Background: an optimization exercise with open tools, aiming at small area. Do not read the settings as production practice.
At most, simulation tests tie the RTL to the original design; equivalence was not proved.
The RTL of run 1 was laid out without a check of its function.

## flow/design.v (module list and top-level ports; edited modules follow where they fit)
// module cordic_B: 3721 lines
module cordic_B(
  input                     clk,
  input                     rst_n,
  input  signed [31:0]      x,
  input  signed [31:0]      y,
  input                     start,
  input                     start1,
  output wire signed [31:0] angle,
  output wire signed [31:0] anglef
);
  // ...
==> flow/flow/run.sh <==
#!/bin/bash
# Own layout flow: the standard ORFS flow (standard.sh), with two changes:
#  - ABC maps the logic with an area-oriented script (flow/abc.script) in
#    place of ORFS's abc_speed.script; Yosys's synthesis script and every
#    register it makes are unchanged;
#  - port buffers use the platform's smallest buffer.
set -euo pipefail
here=$(pwd)
rm -rf "$here/scripts"
cp -r "$FLOW_HOME/scripts" "$here/scripts"
cp "$here/flow/abc.script" "$here/scripts/abc_speed.script"
export SCRIPTS_DIR="$here/scripts"
export BUFFER_PORTS_ARGS="-buffer_cell sky130_fd_sc_hd__buf_1"
bash standard.sh > "$here/standard_flow.log" 2>&1
==> flow/flow/abc.script <==
&get -n
&st
&dch
&nf
&st
&syn2
&if -g -K 6
&synch2
&nf
&st
&syn2
&if -g -K 6
&synch2
&nf
&st
&syn2
&if -g -K 6
&synch2
&nf
&st
&syn2
&if -g -K 6
&synch2
&nf
&st
&syn2
&if -g -K 6
&synch2
&nf
&put
buffer -c
topo
stime -c
upsize -c
dnsize -c
==> flow/standard.sh <==
#!/bin/bash
# synth_recipe.tcl (not shown) runs the flow's synth.tcl, then flattens the netlist and writes it again
# the make line also repeats each setting of config.mk as NAME=value (left out here)
make -C /OpenROAD-flow-scripts/flow DESIGN_CONFIG=/design/flow/config.mk WORK_HOME=/design/flow/orfs CLKGATE_MAP_FILE= SYNTH_SCRIPT=/design/flow/synth_recipe.tcl "${@:-finish}"
==> flow/config.mk <==
export PLATFORM = sky130hd
export DESIGN_NAME = cordic_B
export DESIGN_NICKNAME = cordic_B
export VERILOG_FILES = /design/flow/design.v
export SDC_FILE = /design/flow/constraint.sdc
export NUM_CORES = 4
export LEC_CHECK = 0
export CAP_MARGIN = 20
export CORE_MARGIN = 2
export CORE_UTILIZATION = 40
export CTS_BUF_LIST = sky130_fd_sc_hd__clkbuf_16
export CTS_CLUSTER_DIAMETER = 80
export CTS_CLUSTER_SIZE = 24
export PLACE_DENSITY = 0.6
export SLEW_MARGIN = 20
==> flow/constraint.sdc <==
create_clock -name core_clock -period 6.0 [get_ports {clk}]
set_input_delay 1.2000 -clock core_clock [delete_from_list [all_inputs] [get_ports {clk}]]
set_output_delay 1.2000 -clock core_clock [all_outputs]
set_load 0.01 [all_outputs]
==> reports/metrics.csv, run 1 <==
metric;value;unit
synth_compound_area_share;14.0;%
clock_latency;610;ps
multi_input_area_share;57.8;%
clockBufferDepth;3;
setup_ws;-545;ps
relSlewSlack;44.1;%
stdcell_area;61600;sq um
crit_slowest_cell;a2111oi_2;
path_buf_inv;17;
cts_setup_buffers;135;
so.violations;negative setup slack;
setup_viol;91;
rows;124;
grt_antenna_before_repair;1;
endpoint;c4_x[25]$_DFF_P_;
ys_seq_elements;547;
finalHoldViolCount;0;
max_stage_delay;360;ps
status;failed layout checks;
antenna_left;0;
inverters;499;
fin_skew;34.7;ps
first_pass_iters;7;
gp_congestion;0.894;
grt_overflow;0;
tap_cells;1512;
cp.required;6530;ps
core;115000;sq um
==> inputs of run 2 (changes only) <==
--- a/flow/design.v
+++ b/flow/design.v
@@ -1060,20 +1060,28 @@
 wire v48_G74 = v48_G58 | (v48_P58 & v48_G56);
 wire v48_G75 = v48_G59 | (v48_P59 & v48_G56);
 wire v48_G76 = v48_G60 | (v48_P60 & v48_G56);
 wire v48_G77 = v48_G61 | (v48_P61 & v48_G56);
 wire v48_G78 = v48_G62 | (v48_P62 & v48_G56);
 wire v48_G79 = v48_G63 | (v48_P63 & v48_G56);
 wire v48_G80 = v48_G64 | (v48_P64 & v48_G56);
 wire [30:0] v48 = {v48_p[30] ^ v48_G79, v48_p[29] ^ v48_G78, v48_p[28] ^ v48_G77, v48_p[27] ^ v48_G76, v48_p[26] ^ v48_G75, v48_p[25] ^ v48_G74, v48_p[24] ^ v48_G73, v48_p[23] ^ v48_G72, v48_p[22] ^ v48_G71, v48_p[21] ^ v48_G70, v48_p[20] ^ v48_G69, v48_p[19] ^ v48_G68, v48_p[18] ^ v48_G67, v48_p[17] ^ v48_G66, v48_p[16] ^ v48_G65, v48_p[15] ^ v48_G56, v48_p[14] ^ v48_G55, v48_p[13] ^ v48_G54, v48_p[12] ^ v48_G53, v48_p[11] ^ v48_G52, v48_p[10] ^ v48_G51, v48_p[9] ^ v48_G50, v48_p[8] ^ v48_G49, v48_p[7] ^ v48_G36, v48_p[6] ^ v48_G35, v48_p[5] ^ v48_G34, v48_p[4] ^ v48_G33, v48_p[3] ^ v48_G18, v48_p[2] ^ v48_G17, v48_p[1] ^ v48_G1, v48_p[0] ^ 1'b1};
-wire s49 = s41 ^ v48[30];
-wire [30:0] u50 = v48 ^ {31{v48[30]}};
+reg [30:0] c3_x;
+reg [30:0] c3_v;
+reg [5:0] c3_s;
+always @(posedge clk) begin
+  c3_x <= xn47;
+  c3_v <= v48;
+  c3_s <= {s41, c2_s[4], c2_s[3], c2_s[2], c2_s[1], c2_s[0]};
+end
+wire s49 = c3_s[5] ^ c3_v[30];
+wire [30:0] u50 = c3_v ^ {31{c3_v[30]}};
 wire [31:0] uf51 = {u50, {1{s49}}};
-wire signed [31:0] xf52 = {xn47, 1'd0};
+wire signed [31:0] xf52 = {c3_x, 1'd0};
 wire signed [31:0] X53 = xf52 >>> 6;
 wire [31:0] U54 = uf51 >> 6;
 wire [31:0] xn55_s_a = xf52[31:0];
 wire [31:0] xn55_s_b = U54[31:0];
 wire [31:0] xn55_s_p = xn55_s_a ^ xn55_s_b;
 wire [31:0] xn55_s_g = xn55_s_a & xn55_s_b;
 wire xn55_s_G1 = xn55_s_g[0] | (xn55_s_p[0] & s49);
 wire xn55_s_G2 = xn55_s_g[2] | (xn55_s_p[2] & xn55_s_g[1]);
@@ -1337,28 +1345,28 @@
 wire v56_G75 = v56_G59 | (v56_P59 & v56_G56);
 wire v56_G76 = v56_G60 | (v56_P60 & v56_G56);
 wire v56_G77 = v56_G61 | (v56_P61 & v56_G56);
 wire v56_G78 = v56_G62 | (v56_P62 & v56_G56);
 wire v56_G79 = v56_G63 | (v56_P63 & v56_G56);
 wire v56_G80 = v56_G64 | (v56_P64 & v56_G56);
 wire v56_G81 = v56_g[31] | (v56_p[31] & v56_G80);
 wire [31:0] v56 = {v56_p[31] ^ v56_G80, v56_p[30] ^ v56_G79, v56_p[29] ^ v56_G78, v56_p[28] ^ v56_G77, v56_p[27] ^ v56_G76, v56_p[26] ^ v56_G75, v56_p[25] ^ v56_G74, v56_p[24] ^ v56_G73, v56_p[23] ^ v56_G72, v56_p[22] ^ v56_G71, v56_p[21] ^ v56_G70, v56_p[20] ^ v56_G69, v56_p[19] ^ v56_G68, v56_p[18] ^ v56_G67, v56_p[17] ^ v56_G66, v56_p[16] ^ v56_G65, v56_p[15] ^ v56_G56, v56_p[14] ^ v56_G55, v56_p[13] ^ v56_G54, v56_p[12] ^ v56_G53, v56_p[11] ^ v56_G52, v56_p[10] ^ v56_G51, v56_p[9] ^ v56_G50, v56_p[8] ^ v56_G49, v56_p[7] ^ v56_G36, v56_p[6] ^ v56_G35, v56_p[5] ^ v56_G34, v56_p[4] ^ v56_G33, v56_p[3] ^ v56_G18, v56_p[2] ^ v56_G17, v56_p[1] ^ v56_G1, v56_p[0] ^ 1'b1};
-reg [31:0] c3_x;
-reg [31:0] c3_v;
-reg [6:0] c3_s;
+reg [31:0] c4_x;
+reg [31:0] c4_v;
+reg [6:0] c4_s;
 always @(posedge clk) begin
-  c3_x <= xn55;
-  c3_v <= v56;
-  c3_s <= {s49, s41, c2_s[4], c2_s[3], c2_s[2], c2_s[1], c2_s[0]};
+  c4_x <= xn55;
+  c4_v <= v56;
+  c4_s <= {s49, c3_s[5], c3_s[4], c3_s[3], c3_s[2], c3_s[1], c3_s[0]};
 end
-wire s57 = c3_s[6] ^ c3_v[31];
-wire [31:0] u58 = c3_v ^ {32{c3_v[31]}};
+wire s57 = c4_s[6] ^ c4_v[31];
+wire [31:0] u58 = c4_v ^ {32{c4_v[31]}};
 wire [31:0] uf59 = u58;
-wire signed [31:0] xf60 = c3_x;
+wire signed [31:0] xf60 = c4_x;
 wire signed [31:0] X61 = xf60 >>> 7;
 wire [31:0] U62 = uf59 >> 7;
 wire [31:0] xn63_s_a = xf60[31:0];
 wire [31:0] xn63_s_b = U62[31:0];
 wire [31:0] xn63_s_p = xn63_s_a ^ xn63_s_b;
 wire [31:0] xn63_s_g = xn63_s_a & xn63_s_b;
 wire xn63_s_G1 = xn63_s_g[0] | (xn63_s_p[0] & s57);
 wire xn63_s_G2 = xn63_s_g[2] | (xn63_s_p[2] & xn63_s_g[1]);
@@ -1622,20 +1630,28 @@
 wire v64_G75 = v64_G59 | (v64_P59 & v64_G56);
 wire v64_G76 = v64_G60 | (v64_P60 & v64_G56);
 wire v64_G77 = v64_G61 | (v64_P61 & v64_G56);
 wire v64_G78 = v64_G62 | (v64_P62 & v64_G56);
 wire v64_G79 = v64_G63 | (v64_P63 & v64_G56);
 wire v64_G80 = v64_G64 | (v64_P64 & v64_G56);
 wire v64_G81 = v64_g[31] | (v64_p[31] & v64_G80);
 wire [31:0] v64 = {v64_p[31] ^ v64_G80, v64_p[30] ^ v64_G79, v64_p[29] ^ v64_G78, v64_p[28] ^ v64_G77, v64_p[27] ^ v64_G76, v64_p[26] ^ v64_G75, v64_p[25] ^ v64_G74, v64_p[24] ^ v64_G73, v64_p[23] ^ v64_G72, v64_p[22] ^ v64_G71, v64_p[21] ^ v64_G70, v64_p[20] ^ v64_G69, v64_p[19] ^ v64_G68, v64_p[18] ^ v64_G67, v64_p[17] ^ v64_G66, v64_p[16] ^ v64_G65, v64_p[15] ^ v64_G56, v64_p[14] ^ v64_G55, v64_p[13] ^ v64_G54, v64_p[12] ^ v64_G53, v64_p[11] ^ v64_G52, v64_p[10] ^ v64_G51, v64_p[9] ^ v64_G50, v64_p[8] ^ v64_G49, v64_p[7] ^ v64_G36, v64_p[6] ^ v64_G35, v64_p[5] ^ v64_G34, v64_p[4] ^ v64_G33, v64_p[3] ^ v64_G18, v64_p[2] ^ v64_G17, v64_p[1] ^ v64_G1, v64_p[0] ^ 1'b1};
-wire s65 = s57 ^ v64[31];
-wire [31:0] u66 = v64 ^ {32{v64[31]}};
+reg [31:0] c5_x;
+reg [31:0] c5_v;
+reg [7:0] c5_s;
+always @(posedge clk) begin
+  c5_x <= xn63;
+  c5_v <= v64;
+  c5_s <= {s57, c4_s[6], c4_s[5], c4_s[4], c4_s[3], c4_s[2], c4_s[1], c4_s[0]};
+end
+wire s65 = c5_s[7] ^ c5_v[31];
+wire [31:0] u66 = c5_v ^ {32{c5_v[31]}};
 wire [31:0] uf67 = u66;
-wire signed [31:0] xf68 = xn63;
+wire signed [31:0] xf68 = c5_x;
 wire signed [31:0] X69 = xf68 >>> 8;
 wire [31:0] U70 = uf67 >> 8;
 wire [31:0] xn71_s_a = xf68[31:0];
 wire [31:0] xn71_s_b = U70[31:0];
 wire [31:0] xn71_s_p = xn71_s_a ^ xn71_s_b;
 wire [31:0] xn71_s_g = xn71_s_a & xn71_s_b;
 wire xn71_s_G1 = xn71_s_g[0] | (xn71_s_p[0] & s65);
 wire xn71_s_G2 = xn71_s_g[2] | (xn71_s_p[2] & xn71_s_g[1]);
@@ -1899,28 +1915,28 @@
 wire v72_G75 = v72_G59 | (v72_P59 & v72_G56);
 wire v72_G76 = v72_G60 | (v72_P60 & v72_G56);
 wire v72_G77 = v72_G61 | (v72_P61 & v72_G56);
 wire v72_G78 = v72_G62 | (v72_P62 & v72_G56);
 wire v72_G79 = v72_G63 | (v72_P63 & v72_G56);
 wire v72_G80 = v72_G64 | (v72_P64 & v72_G56);
 wire v72_G81 = v72_g[31] | (v72_p[31] & v72_G80);
 wire [31:0] v72 = {v72_p[31] ^ v72_G80, v72_p[30] ^ v72_G79, v72_p[29] ^ v72_G78, v72_p[28] ^ v72_G77, v72_p[27] ^ v72_G76, v72_p[26] ^ v72_G75, v72_p[25] ^ v72_G74, v72_p[24] ^ v72_G73, v72_p[23] ^ v72_G72, v72_p[22] ^ v72_G71, v72_p[21] ^ v72_G70, v72_p[20] ^ v72_G69, v72_p[19] ^ v72_G68, v72_p[18] ^ v72_G67, v72_p[17] ^ v72_G66, v72_p[16] ^ v72_G65, v72_p[15] ^ v72_G56, v72_p[14] ^ v72_G55, v72_p[13] ^ v72_G54, v72_p[12] ^ v72_G53, v72_p[11] ^ v72_G52, v72_p[10] ^ v72_G51, v72_p[9] ^ v72_G50, v72_p[8] ^ v72_G49, v72_p[7] ^ v72_G36, v72_p[6] ^ v72_G35, v72_p[5] ^ v72_G34, v72_p[4] ^ v72_G33, v72_p[3] ^ v72_G18, v72_p[2] ^ v72_G17, v72_p[1] ^ v72_G1, v72_p[0] ^ 1'b1};
-reg [31:0] c4_x;
-reg [31:0] c4_v;
-reg [8:0] c4_s;
+reg [31:0] c6_x;
+reg [31:0] c6_v;
+reg [8:0] c6_s;
 always @(posedge clk) begin
-  c4_x <= xn71;
-  c4_v <= v72;
-  c4_s <= {s65, s57, c3_s[6], c3_s[5], c3_s[4], c3_s[3], c3_s[2], c3_s[1], c3_s[0]};
+  c6_x <= xn71;
+  c6_v <= v72;
+  c6_s <= {s65, c5_s[7], c5_s[6], c5_s[5], c5_s[4], c5_s[3], c5_s[2], c5_s[1], c5_s[0]};
 end
-wire s73 = c4_s[8] ^ c4_v[31];
-wire [31:0] u74 = c4_v ^ {32{c4_v[31]}};
+wire s73 = c6_s[8] ^ c6_v[31];
+wire [31:0] u74 = c6_v ^ {32{c6_v[31]}};
 wire [31:0] uf75 = u74;
-wire signed [31:0] xf76 = c4_x;
+wire signed [31:0] xf76 = c6_x;
 wire signed [31:0] X77 = xf76 >>> 9;
 wire [31:0] U78 = uf75 >> 9;
 wire [31:0] xn79_s_a = xf76[31:0];
 wire [31:0] xn79_s_b = U78[31:0];
 wire [31:0] xn79_s_p = xn79_s_a ^ xn79_s_b;
 wire [31:0] xn79_s_g = xn79_s_a & xn79_s_b;
 wire xn79_s_G1 = xn79_s_g[0] | (xn79_s_p[0] & s73);
 wire xn79_s_G2 = xn79_s_g[2] | (xn79_s_p[2] & xn79_s_g[1]);
@@ -2184,20 +2200,28 @@
 wire v80_G75 = v80_G59 | (v80_P59 & v80_G56);
 wire v80_G76 = v80_G60 | (v80_P60 & v80_G56);
 wire v80_G77 = v80_G61 | (v80_P61 & v80_G56);
 wire v80_G78 = v80_G62 | (v80_P62 & v80_G56);
 wire v80_G79 = v80_G63 | (v80_P63 & v80_G56);
 wire v80_G80 = v80_G64 | (v80_P64 & v80_G56);
 wire v80_G81 = v80_g[31] | (v80_p[31] & v80_G80);
 wire [31:0] v80 = {v80_p[31] ^ v80_G80, v80_p[30] ^ v80_G79, v80_p[29] ^ v80_G78, v80_p[28] ^ v80_G77, v80_p[27] ^ v80_G76, v80_p[26] ^ v80_G75, v80_p[25] ^ v80_G74, v80_p[24] ^ v80_G73, v80_p[23] ^ v80_G72, v80_p[22] ^ v80_G71, v80_p[21] ^ v80_G70, v80_p[20] ^ v80_G69, v80_p[19] ^ v80_G68, v80_p[18] ^ v80_G67, v80_p[17] ^ v80_G66, v80_p[16] ^ v80_G65, v80_p[15] ^ v80_G56, v80_p[14] ^ v80_G55, v80_p[13] ^ v80_G54, v80_p[12] ^ v80_G53, v80_p[11] ^ v80_G52, v80_p[10] ^ v80_G51, v80_p[9] ^ v80_G50, v80_p[8] ^ v80_G49, v80_p[7] ^ v80_G36, v80_p[6] ^ v80_G35, v80_p[5] ^ v80_G34, v80_p[4] ^ v80_G33, v80_p[3] ^ v80_G18, v80_p[2] ^ v80_G17, v80_p[1] ^ v80_G1, v80_p[0] ^ 1'b1};
-wire s81 = s73 ^ v80[31];
-wire [31:0] u82 = v80 ^ {32{v80[31]}};
+reg [31:0] c7_x;
+reg [31:0] c7_v;
+reg [9:0] c7_s;
+always @(posedge clk) begin
+  c7_x <= xn79;
+  c7_v <= v80;
+  c7_s <= {s73, c6_s[8], c6_s[7], c6_s[6], c6_s[5], c6_s[4], c6_s[3], c6_s[2], c6_s[1], c6_s[0]};
+end
+wire s81 = c7_s[9] ^ c7_v[31];
+wire [31:0] u82 = c7_v ^ {32{c7_v[31]}};
 wire [31:0] uf83 = u82;
-wire signed [31:0] xf84 = xn79;
+wire signed [31:0] xf84 = c7_x;
 wire signed [31:0] X85 = xf84 >>> 10;
 wire [31:0] U86 = uf83 >> 10;
 wire [31:0] xn87_s_a = xf84[31:0];
 wire [31:0] xn87_s_b = U86[31:0];
 wire [31:0] xn87_s_p = xn87_s_a ^ xn87_s_b;
 wire [31:0] xn87_s_g = xn87_s_a & xn87_s_b;
 wire xn87_s_G1 = xn87_s_g[0] | (xn87_s_p[0] & s81);
 wire xn87_s_G2 = xn87_s_g[2] | (xn87_s_p[2] & xn87_s_g[1]);
@@ -2461,28 +2485,28 @@
 wire v88_G75 = v88_G59 | (v88_P59 & v88_G56);
 wire v88_G76 = v88_G60 | (v88_P60 & v88_G56);
 wire v88_G77 = v88_G61 | (v88_P61 & v88_G56);
 wire v88_G78 = v88_G62 | (v88_P62 & v88_G56);
 wire v88_G79 = v88_G63 | (v88_P63 & v88_G56);
 wire v88_G80 = v88_G64 | (v88_P64 & v88_G56);
 wire v88_G81 = v88_g[31] | (v88_p[31] & v88_G80);
 wire [31:0] v88 = {v88_p[31] ^ v88_G80, v88_p[30] ^ v88_G79, v88_p[29] ^ v88_G78, v88_p[28] ^ v88_G77, v88_p[27] ^ v88_G76, v88_p[26] ^ v88_G75, v88_p[25] ^ v88_G74, v88_p[24] ^ v88_G73, v88_p[23] ^ v88_G72, v88_p[22] ^ v88_G71, v88_p[21] ^ v88_G70, v88_p[20] ^ v88_G69, v88_p[19] ^ v88_G68, v88_p[18] ^ v88_G67, v88_p[17] ^ v88_G66, v88_p[16] ^ v88_G65, v88_p[15] ^ v88_G56, v88_p[14] ^ v88_G55, v88_p[13] ^ v88_G54, v88_p[12] ^ v88_G53, v88_p[11] ^ v88_G52, v88_p[10] ^ v88_G51, v88_p[9] ^ v88_G50, v88_p[8] ^ v88_G49, v88_p[7] ^ v88_G36, v88_p[6] ^ v88_G35, v88_p[5] ^ v88_G34, v88_p[4] ^ v88_G33, v88_p[3] ^ v88_G18, v88_p[2] ^ v88_G17, v88_p[1] ^ v88_G1, v88_p[0] ^ 1'b1};
-reg [31:0] c5_x;
-reg [31:0] c5_v;
-reg [10:0] c5_s;
+reg [31:0] c8_x;
+reg [31:0] c8_v;
+reg [10:0] c8_s;
 always @(posedge clk) begin
-  c5_x <= xn87;
-  c5_v <= v88;
-  c5_s <= {s81, s73, c4_s[8], c4_s[7], c4_s[6], c4_s[5], c4_s[4], c4_s[3], c4_s[2], c4_s[1], c4_s[0]};
+  c8_x <= xn87;
+  c8_v <= v88;
+  c8_s <= {s81, c7_s[9], c7_s[8], c7_s[7], c7_s[6], c7_s[5], c7_s[4], c7_s[3], c7_s[2], c7_s[1], c7_s[0]};
 end
-wire s89 = c5_s[10] ^ c5_v[31];
-wire [31:0] u90 = c5_v ^ {32{c5_v[31]}};
+wire s89 = c8_s[10] ^ c8_v[31];
+wire [31:0] u90 = c8_v ^ {32{c8_v[31]}};
 wire [31:0] uf91 = u90;
-wire signed [31:0] xf92 = c5_x;
+wire signed [31:0] xf92 = c8_x;
 wire signed [31:0] X93 = xf92 >>> 11;
 wire [31:0] U94 = uf91 >> 11;
 wire [31:0] xn95_s_a = xf92[31:0];
 wire [31:0] xn95_s_b = U94[31:0];
 wire [31:0] xn95_s_p = xn95_s_a ^ xn95_s_b;
 wire [31:0] xn95_s_g = xn95_s_a & xn95_s_b;
 wire xn95_s_G1 = xn95_s_g[0] | (xn95_s_p[0] & s89);
 wire xn95_s_G2 = xn95_s_g[2] | (xn95_s_p[2] & xn95_s_g[1]);
@@ -2746,20 +2770,28 @@
 wire v96_G75 = v96_G59 | (v96_P59 & v96_G56);
 wire v96_G76 = v96_G60 | (v96_P60 & v96_G56);
 wire v96_G77 = v96_G61 | (v96_P61 & v96_G56);
 wire v96_G78 = v96_G62 | (v96_P62 & v96_G56);
 wire v96_G79 = v96_G63 | (v96_P63 & v96_G56);
 wire v96_G80 = v96_G64 | (v96_P64 & v96_G56);
 wire v96_G81 = v96_g[31] | (v96_p[31] & v96_G80);
 wire [31:0] v96 = {v96_p[31] ^ v96_G80, v96_p[30] ^ v96_G79, v96_p[29] ^ v96_G78, v96_p[28] ^ v96_G77, v96_p[27] ^ v96_G76, v96_p[26] ^ v96_G75, v96_p[25] ^ v96_G74, v96_p[24] ^ v96_G73, v96_p[23] ^ v96_G72, v96_p[22] ^ v96_G71, v96_p[21] ^ v96_G70, v96_p[20] ^ v96_G69, v96_p[19] ^ v96_G68, v96_p[18] ^ v96_G67, v96_p[17] ^ v96_G66, v96_p[16] ^ v96_G65, v96_p[15] ^ v96_G56, v96_p[14] ^ v96_G55, v96_p[13] ^ v96_G54, v96_p[12] ^ v96_G53, v96_p[11] ^ v96_G52, v96_p[10] ^ v96_G51, v96_p[9] ^ v96_G50, v96_p[8] ^ v96_G49, v96_p[7] ^ v96_G36, v96_p[6] ^ v96_G35, v96_p[5] ^ v96_G34, v96_p[4] ^ v96_G33, v96_p[3] ^ v96_G18, v96_p[2] ^ v96_G17, v96_p[1] ^ v96_G1, v96_p[0] ^ 1'b1};
-wire s97 = s89 ^ v96[31];
-wire [31:0] u98 = v96 ^ {32{v96[31]}};
+reg [31:0] c9_x;
+reg [31:0] c9_v;
+reg [11:0] c9_s;
+always @(posedge clk) begin
+  c9_x <= xn95;
+  c9_v <= v96;
+  c9_s <= {s89, c8_s[10], c8_s[9], c8_s[8], c8_s[7], c8_s[6], c8_s[5], c8_s[4], c8_s[3], c8_s[2], c8_s[1], c8_s[0]};
+end
+wire s97 = c9_s[11] ^ c9_v[31];
+wire [31:0] u98 = c9_v ^ {32{c9_v[31]}};
 wire [31:0] uf99 = u98;
-wire signed [31:0] xf100 = xn95;
+wire signed [31:0] xf100 = c9_x;
 wire signed [31:0] X101 = xf100 >>> 12;
 wire [31:0] U102 = uf99 >> 12;
 wire [31:0] xn103_s_a = xf100[31:0];
 wire [31:0] xn103_s_b = U102[31:0];
 wire [31:0] xn103_s_p = xn103_s_a ^ xn103_s_b;
 wire [31:0] xn103_s_g = xn103_s_a & xn103_s_b;
 wire xn103_s_G1 = xn103_s_g[0] | (xn103_s_p[0] & s97);
 wire xn103_s_G2 = xn103_s_g[2] | (xn103_s_p[2] & xn103_s_g[1]);
@@ -3023,28 +3055,28 @@
 wire v104_G75 = v104_G59 | (v104_P59 & v104_G56);
 wire v104_G76 = v104_G60 | (v104_P60 & v104_G56);
 wire v104_G77 = v104_G61 | (v104_P61 & v104_G56);
 wire v104_G78 = v104_G62 | (v104_P62 & v104_G56);
 wire v104_G79 = v104_G63 | (v104_P63 & v104_G56);
 wire v104_G80 = v104_G64 | (v104_P64 & v104_G56);
 wire v104_G81 = v104_g[31] | (v104_p[31] & v104_G80);
 wire [31:0] v104 = {v104_p[31] ^ v104_G80, v104_p[30] ^ v104_G79, v104_p[29] ^ v104_G78, v104_p[28] ^ v104_G77, v104_p[27] ^ v104_G76, v104_p[26] ^ v104_G75, v104_p[25] ^ v104_G74, v104_p[24] ^ v104_G73, v104_p[23] ^ v104_G72, v104_p[22] ^ v104_G71, v104_p[21] ^ v104_G70, v104_p[20] ^ v104_G69, v104_p[19] ^ v104_G68, v104_p[18] ^ v104_G67, v104_p[17] ^ v104_G66, v104_p[16] ^ v104_G65, v104_p[15] ^ v104_G56, v104_p[14] ^ v104_G55, v104_p[13] ^ v104_G54, v104_p[12] ^ v104_G53, v104_p[11] ^ v104_G52, v104_p[10] ^ v104_G51, v104_p[9] ^ v104_G50, v104_p[8] ^ v104_G49, v104_p[7] ^ v104_G36, v104_p[6] ^ v104_G35, v104_p[5] ^ v104_G34, v104_p[4] ^ v104_G33, v104_p[3] ^ v104_G18, v104_p[2] ^ v104_G17, v104_p[1] ^ v104_G1, v104_p[0] ^ 1'b1};
-reg [31:0] c6_x;
-reg [31:0] c6_v;
-reg [12:0] c6_s;
+reg [31:0] c10_x;
+reg [31:0] c10_v;
+reg [12:0] c10_s;
 always @(posedge clk) begin
-  c6_x <= xn103;
-  c6_v <= v104;
-  c6_s <= {s97, s89, c5_s[10], c5_s[9], c5_s[8], c5_s[7], c5_s[6], c5_s[5], c5_s[4], c5_s[3], c5_s[2], c5_s[1], c5_s[0]};
+  c10_x <= xn103;
+  c10_v <= v104;
+  c10_s <= {s97, c9_s[11], c9_s[10], c9_s[9], c9_s[8], c9_s[7], c9_s[6], c9_s[5], c9_s[4], c9_s[3], c9_s[2], c9_s[1], c9_s[0]};
 end
-wire s105 = c6_s[12] ^ c6_v[31];
-wire [31:0] u106 = c6_v ^ {32{c6_v[31]}};
+wire s105 = c10_s[12] ^ c10_v[31];
+wire [31:0] u106 = c10_v ^ {32{c10_v[31]}};
 wire [31:0] uf107 = u106;
-wire signed [31:0] xf108 = c6_x;
+wire signed [31:0] xf108 = c10_x;
 wire signed [31:0] X109 = xf108 >>> 13;
 wire [31:0] U110 = uf107 >> 13;
 wire [31:0] xn111_s_a = xf108[31:0];
 wire [31:0] xn111_s_b = U110[31:0];
 wire [31:0] xn111_s_p = xn111_s_a ^ xn111_s_b;
 wire [31:0] xn111_s_g = xn111_s_a & xn111_s_b;
 wire xn111_s_G1 = xn111_s_g[0] | (xn111_s_p[0] & s105);
 wire xn111_s_G2 = xn111_s_g[2] | (xn111_s_p[2] & xn111_s_g[1]);
@@ -3449,144 +3481,120 @@
 wire v118_G76 = v118_G60 | (v118_P60 & v118_G56);
 wire v118_G77 = v118_G61 | (v118_P61 & v118_G56);
 wire v118_G78 = v118_G62 | (v118_P62 & v118_G56);
 wire v118_G79 = v118_G63 | (v118_P63 & v118_G56);
 wire v118_G80 = v118_G64 | (v118_P64 & v118_G56);
 wire v118_G81 = v118_g[31] | (v118_p[31] & v118_G80);
 wire [31:0] v118 = {v118_p[31] ^ v118_G80, v118_p[30] ^ v118_G79, v118_p[29] ^ v118_G78, v118_p[28] ^ v118_G77, v118_p[27] ^ v118_G76, v118_p[26] ^ v118_G75, v118_p[25] ^ v118_G74, v118_p[24] ^ v118_G73, v118_p[23] ^ v118_G72, v118_p[22] ^ v118_G71, v118_p[21] ^ v118_G70, v118_p[20] ^ v118_G69, v118_p[19] ^ v118_G68, v118_p[18] ^ v118_G67, v118_p[17] ^ v118_G66, v118_p[16] ^ v118_G65, v118_p[15] ^ v118_G56, v118_p[14] ^ v118_G55, v118_p[13] ^ v118_G54, v118_p[12] ^ v118_G53, v118_p[11] ^ v118_G52, v118_p[10] ^ v118_G51, v118_p[9] ^ v118_G50, v118_p[8] ^ v118_G49, v118_p[7] ^ v118_G36, v118_p[6] ^ v118_G35, v118_p[5] ^ v118_G34, v118_p[4] ^ v118_G33, v118_p[3] ^ v118_G18, v118_p[2] ^ v118_G17, v118_p[1] ^ v118_G1, v118_p[0] ^ 1'b1};
 wire s119 = s113 ^ v118[31];
-reg [15:0] c7_s;
+reg [15:0] c11_s;
 always @(posedge clk) begin
-  c7_s <= {s119, s113, s105, c6_s[12], c6_s[11], c6_s[10], c6_s[9], c6_s[8], c6_s[7], c6_s[6], c6_s[5], c6_s[4], c6_s[3], c6_s[2], c6_s[1], c6_s[0]};
+  c11_s <= {s119, s113, s105, c10_s[12], c10_s[11], c10_s[10], c10_s[9], c10_s[8], c10_s[7], c10_s[6], c10_s[5], c10_s[4], c10_s[3], c10_s[2], c10_s[1], c10_s[0]};
 end
-wire f120_s121 = ~c7_s[1] ^ ~c7_s[2] ^ ~c7_s[5];
-wire f120_c122 = (~c7_s[1] & ~c7_s[2]) | (~c7_s[5] & (~c7_s[1] ^ ~c7_s[2]));
-wire f120_s123 = ~c7_s[6] ^ ~c7_s[8] ^ ~c7_s[9];
-wire f120_c124 = (~c7_s[6] & ~c7_s[8]) | (~c7_s[9] & (~c7_s[6] ^ ~c7_s[8]));
-wire f120_s125 = ~c7_s[10] ^ ~c7_s[11] ^ ~c7_s[13];
-wire f120_c126 = (~c7_s[10] & ~c7_s[11]) | (~c7_s[13] & (~c7_s[10] ^ ~c7_s[11]));
-wire f120_s127 = ~c7_s[1] ^ ~c7_s[4] ^ ~c7_s[7];
-wire f120_c128 = (~c7_s[1] & ~c7_s[4]) | (~c7_s[7] & (~c7_s[1] ^ ~c7_s[4]));
-wire f120_s129 = ~c7_s[9] ^ ~c7_s[12] ^ ~c7_s[13];
-wire f120_c130 = (~c7_s[9] & ~c7_s[12]) | (~c7_s[13] & (~c7_s[9] ^ ~c7_s[12]));
-wire f120_s131 = ~c7_s[2] ^ ~c7_s[4] ^ ~c7_s[6];
-wire f120_c132 = (~c7_s[2] & ~c7_s[4]) | (~c7_s[6] & (~c7_s[2] ^ ~c7_s[4]));
-wire f120_s133 = ~c7_s[8] ^ ~c7_s[11] ^ ~c7_s[12];
-wire f120_c134 = (~c7_s[8] & ~c7_s[11]) | (~c7_s[12] & (~c7_s[8] ^ ~c7_s[11]));
-wire f120_s135 = ~c7_s[13] ^ ~c7_s[14] ^ 1'b1;
-wire f120_c136 = (~c7_s[13] & ~c7_s[14]) | (1'b1 & (~c7_s[13] ^ ~c7_s[14]));
-wire f120_s137 = ~c7_s[4] ^ ~c7_s[5] ^ ~c7_s[7];
-wire f120_c138 = (~c7_s[4] & ~c7_s[5]) | (~c7_s[7] & (~c7_s[4] ^ ~c7_s[5]));
-wire f120_s139 = ~c7_s[10] ^ ~c7_s[11] ^ ~c7_s[12];
-wire f120_c140 = (~c7_s[10] & ~c7_s[11]) | (~c7_s[12] & (~c7_s[10] ^ ~c7_s[11]));
-wire f120_s141 = ~c7_s[6] ^ ~c7_s[9] ^ ~c7_s[10];
-wire f120_c142 = (~c7_s[6] & ~c7_s[9]) | (~c7_s[10] & (~c7_s[6] ^ ~c7_s[9]));
-wire f120_s143 = ~c7_s[11] ^ 1'b1;
-wire f120_c144 = ~c7_s[11] & 1'b1;
-wire f120_s145 = ~c7_s[2] ^ ~c7_s[5] ^ ~c7_s[8];
-wire f120_c146 = (~c7_s[2] & ~c7_s[5]) | (~c7_s[8] & (~c7_s[2] ^ ~c7_s[5]));
-wire f120_s147 = ~c7_s[9] ^ ~c7_s[10] ^ 1'b1;
-wire f120_c148 = (~c7_s[9] & ~c7_s[10]) | (1'b1 & (~c7_s[9] ^ ~c7_s[10]));
-wire f120_s149 = ~c7_s[1] ^ ~c7_s[4] ^ ~c7_s[7];
-wire f120_c150 = (~c7_s[1] & ~c7_s[4]) | (~c7_s[7] & (~c7_s[1] ^ ~c7_s[4]));
-wire f120_s151 = ~c7_s[8] ^ ~c7_s[9];
-wire f120_c152 = ~c7_s[8] & ~c7_s[9];
-wire f120_s153 = ~c7_s[3] ^ ~c7_s[6] ^ ~c7_s[7];
-wire f120_c154 = (~c7_s[3] & ~c7_s[6]) | (~c7_s[7] & (~c7_s[3] ^ ~c7_s[6]));
-wire f120_s155 = ~c7_s[5] ^ ~c7_s[6] ^ ~c7_s[7];
-wire f120_c156 = (~c7_s[5] & ~c7_s[6]) | (~c7_s[7] & (~c7_s[5] ^ ~c7_s[6]));
-wire f120_s157 = ~c7_s[1] ^ ~c7_s[4] ^ ~c7_s[5];
-wire f120_c158 = (~c7_s[1] & ~c7_s[4]) | (~c7_s[5] & (~c7_s[1] ^ ~c7_s[4]));
-wire f120_s159 = ~c7_s[0] ^ ~c7_s[3] ^ ~c7_s[4];
-wire f120_c160 = (~c7_s[0] & ~c7_s[3]) | (~c7_s[4] & (~c7_s[0] ^ ~c7_s[3]));
-wire f120_s161 = ~c7_s[1] ^ ~c7_s[2] ^ ~c7_s[3];
-wire f120_c162 = (~c7_s[1] & ~c7_s[2]) | (~c7_s[3] & (~c7_s[1] ^ ~c7_s[2]));
-wire f120_s163 = ~c7_s[4] ^ 1'b1;
-wire f120_c164 = ~c7_s[4] & 1'b1;
-wire f120_s165 = ~c7_s[0] ^ ~c7_s[2] ^ ~c7_s[3];
-wire f120_c166 = (~c7_s[0] & ~c7_s[2]) | (~c7_s[3] & (~c7_s[0] ^ ~c7_s[2]));
-wire f120_s167 = ~c7_s[0] ^ ~c7_s[1] ^ ~c7_s[2];
-wire f120_c168 = (~c7_s[0] & ~c7_s[1]) | (~c7_s[2] & (~c7_s[0] ^ ~c7_s[1]));
-wire f120_s169 = f120_s121 ^ f120_s123 ^ f120_s125;
-wire f120_c170 = (f120_s121 & f120_s123) | (f120_s125 & (f120_s121 ^ f120_s123));
-wire f120_s171 = f120_c122 ^ f120_c124 ^ f120_c126;
-wire f120_c172 = (f120_c122 & f120_c124) | (f120_c126 & (f120_c122 ^ f120_c124));
-wire f120_s173 = f120_s127 ^ f120_s129 ^ ~c7_s[15];
-wire f120_c174 = (f120_s127 & f120_s129) | (~c7_s[15] & (f120_s127 ^ f120_s129));
-wire f120_s175 = f120_c128 ^ f120_c130 ^ f120_s131;
-wire f120_c176 = (f120_c128 & f120_c130) | (f120_s131 & (f120_c128 ^ f120_c130));
-wire f120_s177 = f120_s133 ^ f120_s135;
-wire f120_c178 = f120_s133 & f120_s135;
-wire f120_s179 = f120_c132 ^ f120_c134 ^ f120_c136;
-wire f120_c180 = (f120_c132 & f120_c134) | (f120_c136 & (f120_c132 ^ f120_c134));
-wire f120_s181 = f120_s137 ^ f120_s139 ^ 1'b1;
-wire f120_c182 = (f120_s137 & f120_s139) | (1'b1 & (f120_s137 ^ f120_s139));
-wire f120_s183 = f120_c138 ^ f120_c140 ^ f120_s141;
-wire f120_c184 = (f120_c138 & f120_c140) | (f120_s141 & (f120_c138 ^ f120_c140));
-wire f120_s185 = f120_c142 ^ f120_c144 ^ f120_s145;
-wire f120_c186 = (f120_c142 & f120_c144) | (f120_s145 & (f120_c142 ^ f120_c144));
-wire f120_s187 = f120_c146 ^ f120_c148 ^ f120_s149;
-wire f120_c188 = (f120_c146 & f120_c148) | (f120_s149 & (f120_c146 ^ f120_c148));
-wire f120_s189 = f120_c150 ^ f120_c152 ^ f120_s153;
-wire f120_c190 = (f120_c150 & f120_c152) | (f120_s153 & (f120_c150 ^ f120_c152));
-wire f120_s191 = f120_c156 ^ f120_s157 ^ ~c7_s[6];
-wire f120_c192 = (f120_c156 & f120_s157) | (~c7_s[6] & (f120_c156 ^ f120_s157));
-wire f120_s193 = f120_c158 ^ f120_s159 ^ ~c7_s[5];
-wire f120_c194 = (f120_c158 & f120_s159) | (~c7_s[5] & (f120_c158 ^ f120_s159));
-wire f120_s195 = f120_c160 ^ f120_s161 ^ f120_s163;
-wire f120_c196 = (f120_c160 & f120_s161) | (f120_s163 & (f120_c160 ^ f120_s161));
-wire f120_s197 = f120_c162 ^ f120_c164 ^ f120_s165;
-wire f120_c198 = (f120_c162 & f120_c164) | (f120_s165 & (f120_c162 ^ f120_c164));
-wire f120_s199 = f120_c166 ^ f120_s167 ^ 1'b1;
-wire f120_c200 = (f120_c166 & f120_s167) | (1'b1 & (f120_c166 ^ f120_s167));
-wire f120_s201 = f120_c170 ^ f120_s171 ^ f120_s173;
-wire f120_c202 = (f120_c170 & f120_s171) | (f120_s173 & (f120_c170 ^ f120_s171));
-wire f120_s203 = f120_c172 ^ f120_c174 ^ f120_s175;
-wire f120_c204 = (f120_c172 & f120_c174) | (f120_s175 & (f120_c172 ^ f120_c174));
-wire f120_s205 = f120_c176 ^ f120_c178 ^ f120_s179;
-wire f120_c206 = (f120_c176 & f120_c178) | (f120_s179 & (f120_c176 ^ f120_c178));
-wire f120_s207 = f120_c180 ^ f120_c182 ^ f120_s183;
-wire f120_c208 = (f120_c180 & f120_c182) | (f120_s183 & (f120_c180 ^ f120_c182));
-wire f120_s209 = f120_c184 ^ f120_s185 ^ f120_s147;
-wire f120_c210 = (f120_c184 & f120_s185) | (f120_s147 & (f120_c184 ^ f120_s185));
-wire f120_s211 = f120_c186 ^ f120_s187 ^ f120_s151;
-wire f120_c212 = (f120_c186 & f120_s187) | (f120_s151 & (f120_c186 ^ f120_s187));
-wire f120_s213 = f120_c188 ^ f120_s189 ^ ~c7_s[8];
-wire f120_c214 = (f120_c188 & f120_s189) | (~c7_s[8] & (f120_c188 ^ f120_s189));
-wire f120_s215 = f120_c190 ^ f120_c154 ^ f120_s155;
-wire f120_c216 = (f120_c190 & f120_c154) | (f120_s155 & (f120_c190 ^ f120_c154));
-wire f120_s217 = f120_c196 ^ f120_s197 ^ 1'b1;
-wire f120_c218 = (f120_c196 & f120_s197) | (1'b1 & (f120_c196 ^ f120_s197));
-wire f120_s219 = f120_c200 ^ f120_c168 ^ ~c7_s[1];
-wire f120_c220 = (f120_c200 & f120_c168) | (~c7_s[1] & (f120_c200 ^ f120_c168));
-wire f120_s221 = f120_c202 ^ f120_s203 ^ f120_s177;
-wire f120_c222 = (f120_c202 & f120_s203) | (f120_s177 & (f120_c202 ^ f120_s203));
-wire f120_s223 = f120_c204 ^ f120_s205 ^ f120_s181;
-wire f120_c224 = (f120_c204 & f120_s205) | (f120_s181 & (f120_c204 ^ f120_s205));
-wire f120_s225 = f120_c206 ^ f120_s207 ^ f120_s143;
-wire f120_c226 = (f120_c206 & f120_s207) | (f120_s143 & (f120_c206 ^ f120_s207));
-wire f120_s227 = f120_c218 ^ f120_c198 ^ f120_s199;
-wire f120_c228 = (f120_c218 & f120_c198) | (f120_s199 & (f120_c218 ^ f120_c198));
-wire f120_s229 = f120_c226 ^ f120_c208 ^ f120_s209;
-wire f120_c230 = (f120_c226 & f120_c208) | (f120_s209 & (f120_c226 ^ f120_c208));
-wire f120_s231 = f120_c230 ^ f120_c210 ^ f120_s211;
-wire f120_c232 = (f120_c230 & f120_c210) | (f120_s211 & (f120_c230 ^ f120_c210));
-wire f120_s233 = f120_c232 ^ f120_c212 ^ f120_s213;
-wire f120_c234 = (f120_c232 & f120_c212) | (f120_s213 & (f120_c232 ^ f120_c212));
-wire f120_s235 = f120_c234 ^ f120_c214 ^ f120_s215;
-wire f120_c236 = (f120_c234 & f120_c214) | (f120_s215 & (f120_c234 ^ f120_c214));
-wire f120_s237 = f120_c236 ^ f120_c216 ^ f120_s191;
-wire f120_c238 = (f120_c236 & f120_c216) | (f120_s191 & (f120_c236 ^ f120_c216));
-wire f120_s239 = f120_c238 ^ f120_c192 ^ f120_s193;
-wire f120_c240 = (f120_c238 & f120_c192) | (f120_s193 & (f120_c238 ^ f120_c192));
-wire f120_s241 = f120_c240 ^ f120_c194 ^ f120_s195;
-wire f120_c242 = (f120_c240 & f120_c194) | (f120_s195 & (f120_c240 ^ f120_c194));
-wire [10:0] f120_lo_a = {1'b0, f120_s235, f120_s233, f120_s231, f120_s229, f120_c224, f120_c222, f120_s221, f120_s201, f120_s169, 1'b1};
-wire [10:0] f120_lo_b = {1'b0, 1'b0, 1'b0, 1'b0, 1'b0, f120_s225, f120_s223, 1'b0, 1'b0, 1'b0, 1'b0};
+wire f120_s121 = c11_s[1] ^ ~c11_s[2] ^ ~c11_s[5];
+wire f120_c122 = (c11_s[1] & ~c11_s[2]) | (~c11_s[5] & (c11_s[1] ^ ~c11_s[2]));
+wire f120_s123 = ~c11_s[6] ^ ~c11_s[8] ^ c11_s[9];
+wire f120_c124 = (~c11_s[6] & ~c11_s[8]) | (c11_s[9] & (~c11_s[6] ^ ~c11_s[8]));
+wire f120_s125 = ~c11_s[10] ^ ~c11_s[11] ^ c11_s[13];
+wire f120_c126 = (~c11_s[10] & ~c11_s[11]) | (c11_s[13] & (~c11_s[10] ^ ~c11_s[11]));
+wire f120_s127 = c11_s[4] ^ ~c11_s[7] ^ c11_s[12];
+wire f120_c128 = (c11_s[4] & ~c11_s[7]) | (c11_s[12] & (c11_s[4] ^ ~c11_s[7]));
+wire f120_s129 = ~c11_s[1] ^ ~c11_s[2] ^ ~c11_s[6];
+wire f120_c130 = (~c11_s[1] & ~c11_s[2]) | (~c11_s[6] & (~c11_s[1] ^ ~c11_s[2]));
+wire f120_s131 = ~c11_s[8] ^ ~c11_s[9] ^ c11_s[11];
+wire f120_c132 = (~c11_s[8] & ~c11_s[9]) | (c11_s[11] & (~c11_s[8] ^ ~c11_s[9]));
+wire f120_s133 = ~c11_s[5] ^ ~c11_s[7] ^ c11_s[10];
+wire f120_c134 = (~c11_s[5] & ~c11_s[7]) | (c11_s[10] & (~c11_s[5] ^ ~c11_s[7]));
+wire f120_s135 = ~c11_s[13] ^ 1'b1;
+wire f120_c136 = ~c11_s[13] & 1'b1;
+wire f120_s137 = ~c11_s[4] ^ ~c11_s[6] ^ c11_s[9];
+wire f120_c138 = (~c11_s[4] & ~c11_s[6]) | (c11_s[9] & (~c11_s[4] ^ ~c11_s[6]));
+wire f120_s139 = ~c11_s[12] ^ 1'b1;
+wire f120_c140 = ~c11_s[12] & 1'b1;
+wire f120_s141 = ~c11_s[2] ^ ~c11_s[5] ^ c11_s[8];
+wire f120_c142 = (~c11_s[2] & ~c11_s[5]) | (c11_s[8] & (~c11_s[2] ^ ~c11_s[5]));
+wire f120_s143 = ~c11_s[11] ^ 1'b1;
+wire f120_c144 = ~c11_s[11] & 1'b1;
+wire f120_s145 = ~c11_s[1] ^ ~c11_s[4] ^ c11_s[7];
+wire f120_c146 = (~c11_s[1] & ~c11_s[4]) | (c11_s[7] & (~c11_s[1] ^ ~c11_s[4]));
+wire f120_s147 = ~c11_s[3] ^ c11_s[6] ^ ~c11_s[9];
+wire f120_c148 = (~c11_s[3] & c11_s[6]) | (~c11_s[9] & (~c11_s[3] ^ c11_s[6]));
+wire f120_s149 = ~c11_s[1] ^ c11_s[4] ^ ~c11_s[7];
+wire f120_c150 = (~c11_s[1] & c11_s[4]) | (~c11_s[7] & (~c11_s[1] ^ c11_s[4]));
+wire f120_s151 = ~c11_s[0] ^ c11_s[3] ^ ~c11_s[6];
+wire f120_c152 = (~c11_s[0] & c11_s[3]) | (~c11_s[6] & (~c11_s[0] ^ c11_s[3]));
+wire f120_s153 = ~c11_s[1] ^ c11_s[2] ^ ~c11_s[5];
+wire f120_c154 = (~c11_s[1] & c11_s[2]) | (~c11_s[5] & (~c11_s[1] ^ c11_s[2]));
+wire f120_s155 = c11_s[0] ^ ~c11_s[4] ^ 1'b1;
+wire f120_c156 = (c11_s[0] & ~c11_s[4]) | (1'b1 & (c11_s[0] ^ ~c11_s[4]));
+wire f120_s157 = c11_s[1] ^ ~c11_s[3] ^ 1'b1;
+wire f120_c158 = (c11_s[1] & ~c11_s[3]) | (1'b1 & (c11_s[1] ^ ~c11_s[3]));
+wire f120_s159 = f120_s121 ^ f120_s123 ^ f120_s125;
+wire f120_c160 = (f120_s121 & f120_s123) | (f120_s125 & (f120_s121 ^ f120_s123));
+wire f120_s161 = f120_c122 ^ f120_c124 ^ f120_c126;
+wire f120_c162 = (f120_c122 & f120_c124) | (f120_c126 & (f120_c122 ^ f120_c124));
+wire f120_s163 = f120_s127 ^ ~c11_s[15];
+wire f120_c164 = f120_s127 & ~c11_s[15];
+wire f120_s165 = f120_c128 ^ f120_s129 ^ f120_s131;
+wire f120_c166 = (f120_c128 & f120_s129) | (f120_s131 & (f120_c128 ^ f120_s129));
+wire f120_s167 = f120_c130 ^ f120_c132 ^ f120_s133;
+wire f120_c168 = (f120_c130 & f120_c132) | (f120_s133 & (f120_c130 ^ f120_c132));
+wire f120_s169 = f120_c134 ^ f120_c136 ^ f120_s137;
+wire f120_c170 = (f120_c134 & f120_c136) | (f120_s137 & (f120_c134 ^ f120_c136));
+wire f120_s171 = f120_c138 ^ f120_c140 ^ f120_s141;
+wire f120_c172 = (f120_c138 & f120_c140) | (f120_s141 & (f120_c138 ^ f120_c140));
+wire f120_s173 = f120_c142 ^ f120_c144 ^ f120_s145;
+wire f120_c174 = (f120_c142 & f120_c144) | (f120_s145 & (f120_c142 ^ f120_c144));
+wire f120_s175 = f120_c148 ^ c11_s[5] ^ ~c11_s[8];
+wire f120_c176 = (f120_c148 & c11_s[5]) | (~c11_s[8] & (f120_c148 ^ c11_s[5]));
+wire f120_s177 = f120_c152 ^ f120_s153 ^ 1'b1;
+wire f120_c178 = (f120_c152 & f120_s153) | (1'b1 & (f120_c152 ^ f120_s153));
+wire f120_s179 = f120_c158 ^ c11_s[0] ^ ~c11_s[2];
+wire f120_c180 = (f120_c158 & c11_s[0]) | (~c11_s[2] & (f120_c158 ^ c11_s[0]));
+wire f120_s181 = f120_c160 ^ f120_s161 ^ f120_s163;
+wire f120_c182 = (f120_c160 & f120_s161) | (f120_s163 & (f120_c160 ^ f120_s161));
+wire f120_s183 = f120_c162 ^ f120_c164 ^ f120_s165;
+wire f120_c184 = (f120_c162 & f120_c164) | (f120_s165 & (f120_c162 ^ f120_c164));
+wire f120_s185 = f120_c166 ^ f120_s167 ^ f120_s135;
+wire f120_c186 = (f120_c166 & f120_s167) | (f120_s135 & (f120_c166 ^ f120_s167));
+wire f120_s187 = f120_c168 ^ f120_s169 ^ f120_s139;
+wire f120_c188 = (f120_c168 & f120_s169) | (f120_s139 & (f120_c168 ^ f120_s169));
+wire f120_s189 = f120_c170 ^ f120_s171 ^ f120_s143;
+wire f120_c190 = (f120_c170 & f120_s171) | (f120_s143 & (f120_c170 ^ f120_s171));
+wire f120_s191 = f120_c172 ^ f120_s173 ^ ~c11_s[10];
+wire f120_c192 = (f120_c172 & f120_s173) | (~c11_s[10] & (f120_c172 ^ f120_s173));
+wire f120_s193 = f120_c174 ^ f120_c146 ^ f120_s147;
+wire f120_c194 = (f120_c174 & f120_c146) | (f120_s147 & (f120_c174 ^ f120_c146));
+wire f120_s195 = f120_c178 ^ f120_c154 ^ f120_s155;
+wire f120_c196 = (f120_c178 & f120_c154) | (f120_s155 & (f120_c178 ^ f120_c154));
+wire f120_s197 = f120_c180 ^ ~c11_s[1] ^ 1'b1;
+wire f120_c198 = (f120_c180 & ~c11_s[1]) | (1'b1 & (f120_c180 ^ ~c11_s[1]));
+wire f120_s199 = f120_c182 ^ f120_s183 ^ ~c11_s[14];
+wire f120_c200 = (f120_c182 & f120_s183) | (~c11_s[14] & (f120_c182 ^ f120_s183));
+wire f120_s201 = f120_c196 ^ f120_c156 ^ f120_s157;
+wire f120_c202 = (f120_c196 & f120_c156) | (f120_s157 & (f120_c196 ^ f120_c156));
+wire f120_s203 = f120_c200 ^ f120_c184 ^ f120_s185;
+wire f120_c204 = (f120_c200 & f120_c184) | (f120_s185 & (f120_c200 ^ f120_c184));
+wire f120_s205 = f120_c204 ^ f120_c186 ^ f120_s187;
+wire f120_c206 = (f120_c204 & f120_c186) | (f120_s187 & (f120_c204 ^ f120_c186));
+wire f120_s207 = f120_c206 ^ f120_c188 ^ f120_s189;
+wire f120_c208 = (f120_c206 & f120_c188) | (f120_s189 & (f120_c206 ^ f120_c188));
+wire f120_s209 = f120_c208 ^ f120_c190 ^ f120_s191;
+wire f120_c210 = (f120_c208 & f120_c190) | (f120_s191 & (f120_c208 ^ f120_c190));
+wire f120_s211 = f120_c210 ^ f120_c192 ^ f120_s193;
+wire f120_c212 = (f120_c210 & f120_c192) | (f120_s193 & (f120_c210 ^ f120_c192));
+wire f120_s213 = f120_c212 ^ f120_c194 ^ f120_s175;
+wire f120_c214 = (f120_c212 & f120_c194) | (f120_s175 & (f120_c212 ^ f120_c194));
+wire f120_s215 = f120_c214 ^ f120_c176 ^ f120_s149;
+wire f120_c216 = (f120_c214 & f120_c176) | (f120_s149 & (f120_c214 ^ f120_c176));
+wire f120_s217 = f120_c216 ^ f120_c150 ^ f120_s151;
+wire f120_c218 = (f120_c216 & f120_c150) | (f120_s151 & (f120_c216 ^ f120_c150));
+wire [10:0] f120_lo_a = {1'b0, f120_s213, f120_s211, f120_s209, f120_s207, f120_s205, f120_s203, f120_s199, f120_s181, f120_s159, 1'b1};
+wire [10:0] f120_lo_b = {1'b0, 1'b0, 1'b0, 1'b0, 1'b0, 1'b0, 1'b0, 1'b0, 1'b0, 1'b1, 1'b0};
 wire [10:0] f120_lo_p = f120_lo_a ^ f120_lo_b;
 wire [10:0] f120_lo_g = f120_lo_a & f120_lo_b;
 wire f120_lo_G1 = f120_lo_g[0] | (f120_lo_p[0] & 1'b0);
 wire f120_lo_G2 = f120_lo_g[2] | (f120_lo_p[2] & f120_lo_g[1]);
 wire f120_lo_P2 = f120_lo_p[2] & f120_lo_p[1];
 wire f120_lo_G3 = f120_lo_g[4] | (f120_lo_p[4] & f120_lo_g[3]);
 wire f120_lo_P3 = f120_lo_p[4] & f120_lo_p[3];
 wire f120_lo_G4 = f120_lo_g[6] | (f120_lo_p[6] & f120_lo_g[5]);
@@ -3610,66 +3618,50 @@
 wire f120_lo_G15 = f120_lo_G9 | (f120_lo_P9 & f120_lo_G8);
 wire f120_lo_G16 = f120_lo_G10 | (f120_lo_P10 & f120_lo_G8);
 wire f120_lo_G17 = f120_lo_g[7] | (f120_lo_p[7] & f120_lo_G16);
 wire f120_lo_G18 = f120_lo_G5 | (f120_lo_P5 & f120_lo_G16);
 wire f120_lo_G19 = f120_lo_G11 | (f120_lo_P11 & f120_lo_G16);
 wire f120_lo_G20 = f120_lo_G12 | (f120_lo_P12 & f120_lo_G16);
 wire [10:0] f120_lo = {f120_lo_p[10] ^ f120_lo_G19, f120_lo_p[9] ^ f120_lo_G18, f120_lo_p[8] ^ f120_lo_G17, f120_lo_p[7] ^ f120_lo_G16, f120_lo_p[6] ^ f120_lo_G15, f120_lo_p[5] ^ f120_lo_G14, f120_lo_p[4] ^ f120_lo_G13, f120_lo_p[3] ^ f120_lo_G8, f120_lo_p[2] ^ f120_lo_G7, f120_lo_p[1] ^ f120_lo_G1, f120_lo_p[0] ^ 1'b0};
 wire f120_ci = f120_lo[10];
-reg [7:0] c8_r0;
-reg [7:0] c8_r1;
-reg [0:0] c8_ci;
-always @(posedge clk) begin
-  c8_r0 <= {1'b1, f120_c220, f120_c228, f120_s227, f120_c242, f120_s241, f120_s239, f120_s237};
-  c8_r1 <= {1'b0, ~c7_s[0], f120_s219, 1'b0, f120_s217, 1'b0, 1'b0, 1'b0};
-  c8_ci <= f120_ci;
-end
-wire [7:0] f243_a = c8_r0;
-wire [7:0] f243_b = c8_r1;
-wire [7:0] f243_p = f243_a ^ f243_b;
-wire [7:0] f243_g = f243_a & f243_b;
-wire f243_G1 = f243_g[0] | (f243_p[0] & c8_ci);
-wire f243_G2 = f243_g[2] | (f243_p[2] & f243_g[1]);
-wire f243_P2 = f243_p[2] & f243_p[1];
-wire f243_G3 = f243_g[4] | (f243_p[4] & f243_g[3]);
-wire f243_P3 = f243_p[4] & f243_p[3];
-wire f243_G4 = f243_g[6] | (f243_p[6] & f243_g[5]);
-wire f243_P4 = f243_p[6] & f243_p[5];
-wire f243_G5 = f243_g[1] | (f243_p[1] & f243_G1);
-wire f243_G6 = f243_G2 | (f243_P2 & f243_G1);
-wire f243_G7 = f243_g[5] | (f243_p[5] & f243_G3);
-wire f243_P7 = f243_p[5] & f243_P3;
-wire f243_G8 = f243_G4 | (f243_P4 & f243_G3);
-wire f243_P8 = f243_P4 & f243_P3;
-wire f243_G9 = f243_g[3] | (f243_p[3] & f243_G6);
-wire f243_G10 = f243_G3 | (f243_P3 & f243_G6);
-wire f243_G11 = f243_G7 | (f243_P7 & f243_G6);
-wire f243_G12 = f243_G8 | (f243_P8 & f243_G6);
-wire f243_G13 = f243_g[7] | (f243_p[7] & f243_G12);
-wire [7:0] f243 = {f243_p[7] ^ f243_G12, f243_p[6] ^ f243_G11, f243_p[5] ^ f243_G10, f243_p[4] ^ f243_G9, f243_p[3] ^ f243_G6, f243_p[2] ^ f243_G5, f243_p[1] ^ f243_G1, f243_p[0] ^ c8_ci};
-reg [7:0] c9_f;
-always @(posedge clk) begin
-  c9_f <= f243;
-end
-reg [7:0] c10_f;
-always @(posedge clk) begin
-  c10_f <= c9_f;
-end
-reg [7:0] c11_f;
-always @(posedge clk) begin
-  c11_f <= c10_f;
-end
-reg [7:0] c12_f;
+reg [7:0] c12_r0;
+reg [7:0] c12_r1;
+reg [0:0] c12_ci;
 always @(posedge clk) begin
-  c12_f <= c11_f;
+  c12_r0 <= {f120_c198, f120_s197, f120_c202, f120_s201, f120_s195, f120_c218, f120_s217, f120_s215};
+  c12_r1 <= {~c11_s[0], 1'b0, f120_s179, 1'b0, 1'b0, f120_s177, 1'b0, 1'b0};
+  c12_ci <= f120_ci;
 end
+wire [7:0] f219_a = c12_r0;
+wire [7:0] f219_b = c12_r1;
+wire [7:0] f219_p = f219_a ^ f219_b;
+wire [7:0] f219_g = f219_a & f219_b;
+wire f219_G1 = f219_g[0] | (f219_p[0] & c12_ci);
+wire f219_G2 = f219_g[2] | (f219_p[2] & f219_g[1]);
+wire f219_P2 = f219_p[2] & f219_p[1];
+wire f219_G3 = f219_g[4] | (f219_p[4] & f219_g[3]);
+wire f219_P3 = f219_p[4] & f219_p[3];
+wire f219_G4 = f219_g[6] | (f219_p[6] & f219_g[5]);
+wire f219_P4 = f219_p[6] & f219_p[5];
+wire f219_G5 = f219_g[1] | (f219_p[1] & f219_G1);
+wire f219_G6 = f219_G2 | (f219_P2 & f219_G1);
+wire f219_G7 = f219_g[5] | (f219_p[5] & f219_G3);
+wire f219_P7 = f219_p[5] & f219_P3;
+wire f219_G8 = f219_G4 | (f219_P4 & f219_G3);
+wire f219_P8 = f219_P4 & f219_P3;
+wire f219_G9 = f219_g[3] | (f219_p[3] & f219_G6);
+wire f219_G10 = f219_G3 | (f219_P3 & f219_G6);
+wire f219_G11 = f219_G7 | (f219_P7 & f219_G6);
+wire f219_G12 = f219_G8 | (f219_P8 & f219_G6);
+wire f219_G13 = f219_g[7] | (f219_p[7] & f219_G12);
+wire [7:0] f219 = {f219_p[7] ^ f219_G12, f219_p[6] ^ f219_G11, f219_p[5] ^ f219_G10, f219_p[4] ^ f219_G9, f219_p[3] ^ f219_G6, f219_p[2] ^ f219_G5, f219_p[1] ^ f219_G1, f219_p[0] ^ c12_ci};
 reg [7:0] c13_f;
 always @(posedge clk) begin
-  c13_f <= c12_f;
+  c13_f <= f219;
 end
 reg [7:0] c14_f;
 always @(posedge clk) begin
   c14_f <= c13_f;
 end
 reg [7:0] c15_f;
 always @(posedge clk) begin
   c15_f <= c14_f;
==> flow/flow/run.sh (replaced) <==
#!/bin/bash
# Own layout flow: the standard ORFS flow (standard.sh), with these changes:
#  - ABC maps the logic with an area-oriented script (flow/abc.script) in
#    place of ORFS's abc_speed.script; Yosys's synthesis script and every
#    register it makes are unchanged;
#  - port buffers use the platform's smallest buffer;
#  - clock tree synthesis inserts no dummy loads.
set -euo pipefail
here=$(pwd)
rm -rf "$here/scripts"
cp -r "$FLOW_HOME/scripts" "$here/scripts"
cp "$here/flow/abc.script" "$here/scripts/abc_speed.script"
export SCRIPTS_DIR="$here/scripts"
export BUFFER_PORTS_ARGS="-buffer_cell sky130_fd_sc_hd__buf_1"
export CTS_ARGS="-sink_clustering_enable -repair_clock_nets -sink_clustering_size 24 -sink_clustering_max_diameter 80 -buf_list sky130_fd_sc_hd__clkbuf_16 -dont_use_dummy_load"
bash standard.sh > "$here/standard_flow.log" 2>&1
==> flow/flow/abc.script (replaced) <==
&get -n
&st
&dch -f -x
&nf -R 1000
&put
buffer -c
topo
stime -c
upsize -c
dnsize -c
==> run 2 against run 1 <==
  * Now clean on timing, DRC and antenna
  * Global-route usage down 3.6 points
  * First-iteration DRC count shrank 19%
  * Clock-buffer cell count up 11
  * Flip-flop and latch count is 259 higher
  * Final cell count down 11%
  * Worst hold slack got worse by 3.5 ps
  * Synthesized cell count is 0.54% higher
==> reports/metrics.csv, run 2 <==
metric;value;unit;change
status;complete, no violations;;was failed layout checks
numPortBuffers;130;;unchanged
gp_congestion;0.871;;was 0.894
synthTopCellsByCount;dfxtp_1, ha_1, inv_1;;was ha_1, xnor2_1, inv_1
synth_area_leaders;dfxtp_1, ha_1, xor2_1;;was dfxtp_1, ha_1, xnor2_1
synth_edf_count;0;;unchanged
track_usage;16.2;%;was 19.8%
syn_to_final_growth;9.35;%;was 33.0%
finalHoldViolCount;0;;unchanged
final_util;44.0;%;was 53.8%
fin_skew;54.5;ps;was 34.7 ps
nNetsFinal;6186;;was 7159
clockBufferDepth;3;;unchanged
chipHeight;354;um;was 344 um
arrival;6230;ps;was 7070 ps
grt_start_max_net_pins;82;;was 72
antenna_left;0;;unchanged
stdcell_count;6904;;was 7775
yosysSeqAreaShare;33.5;%;was 24.2%
worstSetupEndpointType;flop;;unchanged
max_freq;175;MHz;was 153 MHz
drv_slew;0;;unchanged
ys_seq_elements;806;;was 547
min_to;c2_s[0]$_DFF_P_;;was c4_s[4]$_DFF_P_
rsz0062_at_grt;true;;unchanged
path_clk_slew;90;ps;about the same
grt_antenna_before_repair;3;;was 1
cts_inserted_buffers;47;;was 35
io_pins;132;;unchanged
dieWidth;354;um;was 344 um
wl_per_cell;14.8;um;was 15.4 um
min_from;c1_s[0]$_DFF_P_;;was c3_s[4]$_DFF_P_
relSlewSlack;45.6;%;was 44.1%
yosysTopAreaCellShare;30.7;%;was 21.3%
hold_class;flop to flop;;unchanged
synth_area;49000;sq um;was 46300 sq um
first_pass_iters;7;;unchanged
crit_type;flop to flop;;unchanged
holdPathStages;0;;unchanged
clock_latency;630;ps;was 610 ps
grt_pass1_vias;32791;;was 38150
hold_buffers;0;;unchanged
reg2reg_from;c11_s[1]$_DFF_P_;;was c3_v[31]$_DFF_P_
synth_compound_area_share;10.1;%;was 14.0%
cts.sinks;806;;was 547
yosysUniqueCellTypes;82;;was 99
post_synth_xor_area_fraction;19.0;%;was 19.3%
start_util;40.2;%;was 40.4%
syn_area_per_cell;9.70;sq um;was 9.22 sq um
synth_top_family_by_area;adder cells;;unchanged
drt_iter0_markers;1372;;was 1693
rows;128;;was 124
drc;0;;unchanged
dp_cells;6851;;was 7536
h-tree-depth;2;;unchanged
hpwl;86.4;mm;was 99.6 mm
min_period;5720;ps;was 6550 ps
max_cap_violations;0;;unchanged
dieArea;125000;sq um;was 118000 sq um
synth_fp_nets;5956;;was 5943
async_reset_ff_share;6.70;%;was 9.87%
yosys.area_share.simple;8.06;%;was 11.0%
stdcell_area;53600;sq um;was 61600 sq um
grt_pass1_wl;166;mm;was 190 mm
synthCells;5050;;was 5023
grt_overflow;0;;unchanged
yosysWarnings;1;;unchanged
dpl_cell_area;52200;sq um;was 56300 sq um
whs;313;ps;was 316 ps
fin_crit_sh;95.3;%;was 109%
synth.area.mux_share;0.0511;%;was 0.449%
avgViaCountPerCell;4.73;;was 4.87
vias;32683;;was 37859
drt_wl_total;102;mm;was 120 mm
yosys.area_share.adder;23.7;%;was 25.6%
yosysMostFrequentCell;dfxtp_1;;was ha_1
crit_fanout;5;;was 7
rr_endpoint;c12_r0[1]$_DFF_P_;;was c4_x[25]$_DFF_P_
final_layout_size_suffix_gt1_share;5.74;%;was 27.3%
ff2ff_path_depth;15;;was 38
final_cell_mix;dfxtp_1, ha_1, inv_1;;was buf_4, ha_1, xnor2_1
root_buffer;clkbuf_16;;unchanged
yosysTopAreaCell;dfxtp_1;;unchanged
reg2reg_slack;280;ps;was -550 ps
start_kind;flop;;unchanged
setup_viol;0;;was 91
worstMarginPinSlew;809;ps;was 827 ps
cp.required;6510;ps;was 6530 ps
final_common_cell;dfxtp_1;;was buf_4
cts_tree;yes;;unchanged
synth_ff_type;dfxtp_1;;unchanged
core;122000;sq um;was 115000 sq um
[run 2: cell count changes in the layout (fill, tap and decap cells not counted), sizes merged, moves of 37 or more]
cell / before / now
a211oi: 20 / 57
a21o: 162 / 81
a21oi: 290 / 418
buf: 1289 / 292
dfxtp: 493 / 752
inv: 513 / 578
nand2: 136 / 289
nand2b: 70 / 10
nor2: 322 / 233
nor3: 111 / 37
o21a: 91 / 5
xnor2: 621 / 483
xor2: 387 / 565
[run 2: what timing repair did]
item                       4_1_cts  5_1_grt
buffers inserted                 0        5
pin swaps                        0       19
setup endpoints to repair        4       26
resized for setup                3       38
[run 2: routing by layer]
metal	part of all wire, %	GRT usage [%]
met5	0.013	0
met4	2.7	4.58
met3	2.5	1.75
met2	49	29.1
met1	46	20.6
[run 2: critical path: stages, from the launching register on]
cell and delay (ps):
dfxtp_1 400, inv_1 180, fa_1 630, fa_1 470, fa_1 480, inv_1 80
fa_1 160, inv_1 50, fa_1 390, fa_1 400, fa_1 390, fa_1 390
fa_1 390, fa_1 390, fa_1 380, fa_1 430
[run 2: logic make-up (layout without fill, tap and decap cells)]
family | count (synthesis) | after routing
adder cells (fa/ha/maj) | 838 | 838
AND/OR/NAND/NOR | 852 | 852
XOR/XNOR | 1049 | 1049
other | 0 | 1
buffers and inverters | 691 | 919
multiplexers | 2 | 2
AO/OA/AOI/OAI | 812 | 812
flip-flops | 806 | 806
[run 2: area by class of cell]
cell class / count / area [sq um]
fillers: 11843 / 68200
multi-input cells: 3553 / 30000
flip-flops and latches: 806 / 16400
inverters: 578 / 2170
well taps: 1625 / 2030
repair buffers: 294 / 1780
clock buffers: 47 / 1180
diodes: 1 / 2.50
[run 2: worst max-delay path by stage]
stage / endpoint / from
floorplan: c0_v[15]$_DFFE_PN0P_ / x[0]
global placement: c1_v[18]$_DFF_P_ / c0_v[15]$_DFFE_PN0P_
detailed placement: c1_v[18]$_DFF_P_ / c0_v[15]$_DFFE_PN0P_
CTS: c11_s[15]$_DFF_P_ / c10_v[31]$_DFF_P_
global route: c1_v[18]$_DFF_P_ / c0_v[15]$_DFFE_PN0P_
finish: c12_r0[1]$_DFF_P_ / c11_s[1]$_DFF_P_
[run 2: stage by stage]
step           setup WS (ps)  TNS (ps)
2_1_floorplan           17.4         0
3_3_place_gp           -56.8     -56.8
3_5_place_dp           -96.1      -153
4_1_cts                 23.5         0
5_1_grt                -48.2     -70.7
6_report                 279         0

-- port drivers added, routing unchanged --
No port has a modelled driver above. Below, the same layouts with a new extraction and two added sets of constraints. Step 1, drivers: a clkbuf_16 drives clk and a buf_2 each remaining input, both assumed. Step 2 also shifts input and output timing later by t, the mid clock arrival at the registers, as if the neighbouring blocks saw the same clock. a / b / c = no drivers / after step 1 / after step 2; a / b = the first two.
run	t (ns)	setup slack, ns	worst setup path after step 2	latest minus earliest clock arrival (ns)	cell pins on the clock port's net
run 1	0.659	-0.545 / -0.545 / -0.545	register to register	0.041 / 0.042	1
run 2	0.672	0.279 / 0.279 / -0.037	input to register	0.057 / 0.057	1
With both steps, setup timing fails in run 2, where it was met with ideal ports. The setup slack of run 2, which loses most, moves by 0.000 ns with the drivers and by -0.316 ns with both steps.
